Source: an optimization exercise on an open RTL-to-GDS flow (aim: a short achievable clock period and few clock cycles). Production flows keep margins and buffers that such runs may drop. The RTL was checked by simulation tests, not by an equivalence proof against the original design.

==> flow/design.v (excerpt) <==
module KGPRISC(clk, rst, imem_addr, imem_rdata, dmem_addr, dmem_wdata, dmem_we, dmem_rdata);
For scale: about 8,800 cells after synthesis, ~1,500 flip-flops, roughly 160 I/O pins, about 0.079 sq mm of cells after synthesis.
Settings: LEC_CHECK=0, CAP_MARGIN=20, CORE_MARGIN=2, CORE_UTILIZATION=40, SLEW_MARGIN=20; clock period 14.0 ns.
standard.sh (not shown) runs the stock make flow with config.mk's settings and CLKGATE_MAP_FILE= SYNTH_SCRIPT=/design/flow/synth_recipe.tcl, a recipe that flattens the netlist after the stock synthesis.
==> flow/flow/run.sh <==
#!/bin/bash
# Own layout flow: the standard ORFS flow (standard.sh, unchanged synthesis), with
# - the port buffers made buf_4 cells (buffer_ports otherwise picks a slow delay cell);
# - gate sizing not limited to the same footprint;
# - the repair after global routing sees wires 25% more resistive and capacitive than the
#   platform's estimate (flow/grt_rc.tcl), to leave room for the detailed route.
set -euo pipefail
MARGIN=${MARGIN:-9.5}
export PRE_GLOBAL_ROUTE_TCL=$PWD/flow/grt_rc.tcl
sed "s|\"\${@:-finish}\"|SETUP_SLACK_MARGIN=$MARGIN MATCH_CELL_FOOTPRINT=0 'BUFFER_PORTS_ARGS=-buffer_cell sky130_fd_sc_hd__buf_4' PRE_GLOBAL_ROUTE_TCL=$PRE_GLOBAL_ROUTE_TCL \"\${@:-finish}\"|" standard.sh > standard_margin.sh
grep -q "SETUP_SLACK_MARGIN=$MARGIN" standard_margin.sh
bash standard_margin.sh > standard_margin.log 2>&1
==> flow/flow/grt_rc.tcl <==
# Sourced before global routing: the platform's wire RC (platforms/sky130hd/setRC.tcl)
# scaled by 1.25 for the estimates the repair after global routing works from.
set k 1.25
foreach {layer c r} {
  li1  1.499e-04   7.176e-02
  met1 1.72375E-04 8.929e-04
  met2 1.36233E-04 8.929e-04
  met3 2.14962E-04 1.567e-04
  met4 1.48128E-04 1.567e-04
  met5 1.54087E-04 1.781e-05
} {
  set_layer_rc -layer $layer -capacitance [expr {$c * $k}] -resistance [expr {$r * $k}]
}
puts "grt_rc.tcl: wire RC scaled by $k"
The starting point completed with no timing, DRC or antenna violations.
Testbench counts at the start, summed over its fixed seeds: cycles 27,326.
==> next run, changes <==
==> flow/flow/run.sh (replaced) <==
#!/bin/bash
# Own layout flow: the standard ORFS flow (standard.sh, unchanged synthesis), with
# - the port buffers made buf_4 cells (buffer_ports otherwise picks a slow delay cell);
# - gate sizing not limited to the same footprint.
set -euo pipefail
MARGIN=${MARGIN:-9.5}
sed "s|\"\${@:-finish}\"|SETUP_SLACK_MARGIN=$MARGIN MATCH_CELL_FOOTPRINT=0 'BUFFER_PORTS_ARGS=-buffer_cell sky130_fd_sc_hd__buf_4' \"\${@:-finish}\"|" standard.sh > standard_margin.sh
grep -q "SETUP_SLACK_MARGIN=$MARGIN" standard_margin.sh
bash standard_margin.sh > standard_margin.log 2>&1
removed: flow/flow/grt_rc.tcl
The changed run finished clean.
Die area does not change.
Area after synthesis is unchanged.
Clock skew came out higher by 0.0053 ns.

========
KGPRISC, a different RTL version from the one above (not shown whole).
For scale: roughly 8700 cells after synthesis, ~160 I/O pins.
==> flow/design.v (excerpt) <==
module KGPRISC(clk, rst, imem_addr, imem_rdata, dmem_addr, dmem_wdata, dmem_we, dmem_rdata);
export LEC_CHECK = 0
export CAP_MARGIN = 20
export CORE_MARGIN = 2
export CORE_UTILIZATION = 40
export SLEW_MARGIN = 20
create_clock -name core_clock -period 14.0 [get_ports {clk}]
==> flow/flow/run.sh <==
#!/bin/bash
# Own layout flow: the standard ORFS flow (standard.sh, unchanged synthesis), with
# - the port buffers made buf_4 cells (buffer_ports otherwise picks a slow delay cell);
# - gate sizing not limited to the same footprint.
set -euo pipefail
MARGIN=${MARGIN:-9.7}
sed "s|\"\${@:-finish}\"|SETUP_SLACK_MARGIN=$MARGIN MATCH_CELL_FOOTPRINT=0 'BUFFER_PORTS_ARGS=-buffer_cell sky130_fd_sc_hd__buf_4' \"\${@:-finish}\"|" standard.sh > standard_margin.sh
grep -q "SETUP_SLACK_MARGIN=$MARGIN" standard_margin.sh
bash standard_margin.sh > standard_margin.log 2>&1
Testbench counts at the start, summed over its fixed seeds: cycles 27,417.
Change:
--- a/flow/flow/run.sh
+++ b/flow/flow/run.sh
@@ -5,3 +5,3 @@
 set -euo pipefail
-MARGIN=${MARGIN:-9.7}
+MARGIN=${MARGIN:-9.5}
 sed "s|\"\${@:-finish}\"|SETUP_SLACK_MARGIN=$MARGIN MATCH_CELL_FOOTPRINT=0 'BUFFER_PORTS_ARGS=-buffer_cell sky130_fd_sc_hd__buf_4' \"\${@:-finish}\"|" standard.sh > standard_margin.sh
CORE_UTILIZATION = 50   (was 40)
What happened:
- utilization increases by 10 points
- clock-buffer cell count decreases by 12
- final area decreases by about 2.6%
- wire length decreases by about 2.2%
- die area decreases by about 20%
- area after synthesis is unchanged

-- separate check: timing with driven ports --
How much do the figures lean on ideal ports? The routed layouts below were timed once more, with nothing changed but the port constraints.
Step 1, drivers: a clkbuf_16 drives clk and a buf_2 each remaining input, both assumed.
Step 2 also shifts input and output timing later by t, the mid clock arrival at the registers, as if the neighbouring blocks saw the same clock.
Slacks: ideal ports / drivers / drivers and shift; pairs: ideal ports / drivers.
run | shift t [ns] | slack for setup (ns) | worst hold slack (ns)
the first run of note 1 | 0.930 | 9.238 / 9.255 / 8.325 | 0.391 / 0.391 / 0.391
the second run of note 1 | 0.930 | 9.261 / 9.277 / 8.347 | 0.390 / 0.390 / 0.390
the first run of note 2 | 0.929 | 9.347 / 9.347 / 8.784 | 0.387 / 0.387 / 0.387
the second run of note 2 | 0.908 | 9.215 / 9.215 / 8.749 | 0.407 / 0.407 / 0.407
After both steps every run listed still meets setup and hold. For the second run of note 1, which loses most, drivers alone change the setup slack by +0.016 ns; drivers and shift together by -0.914 ns.
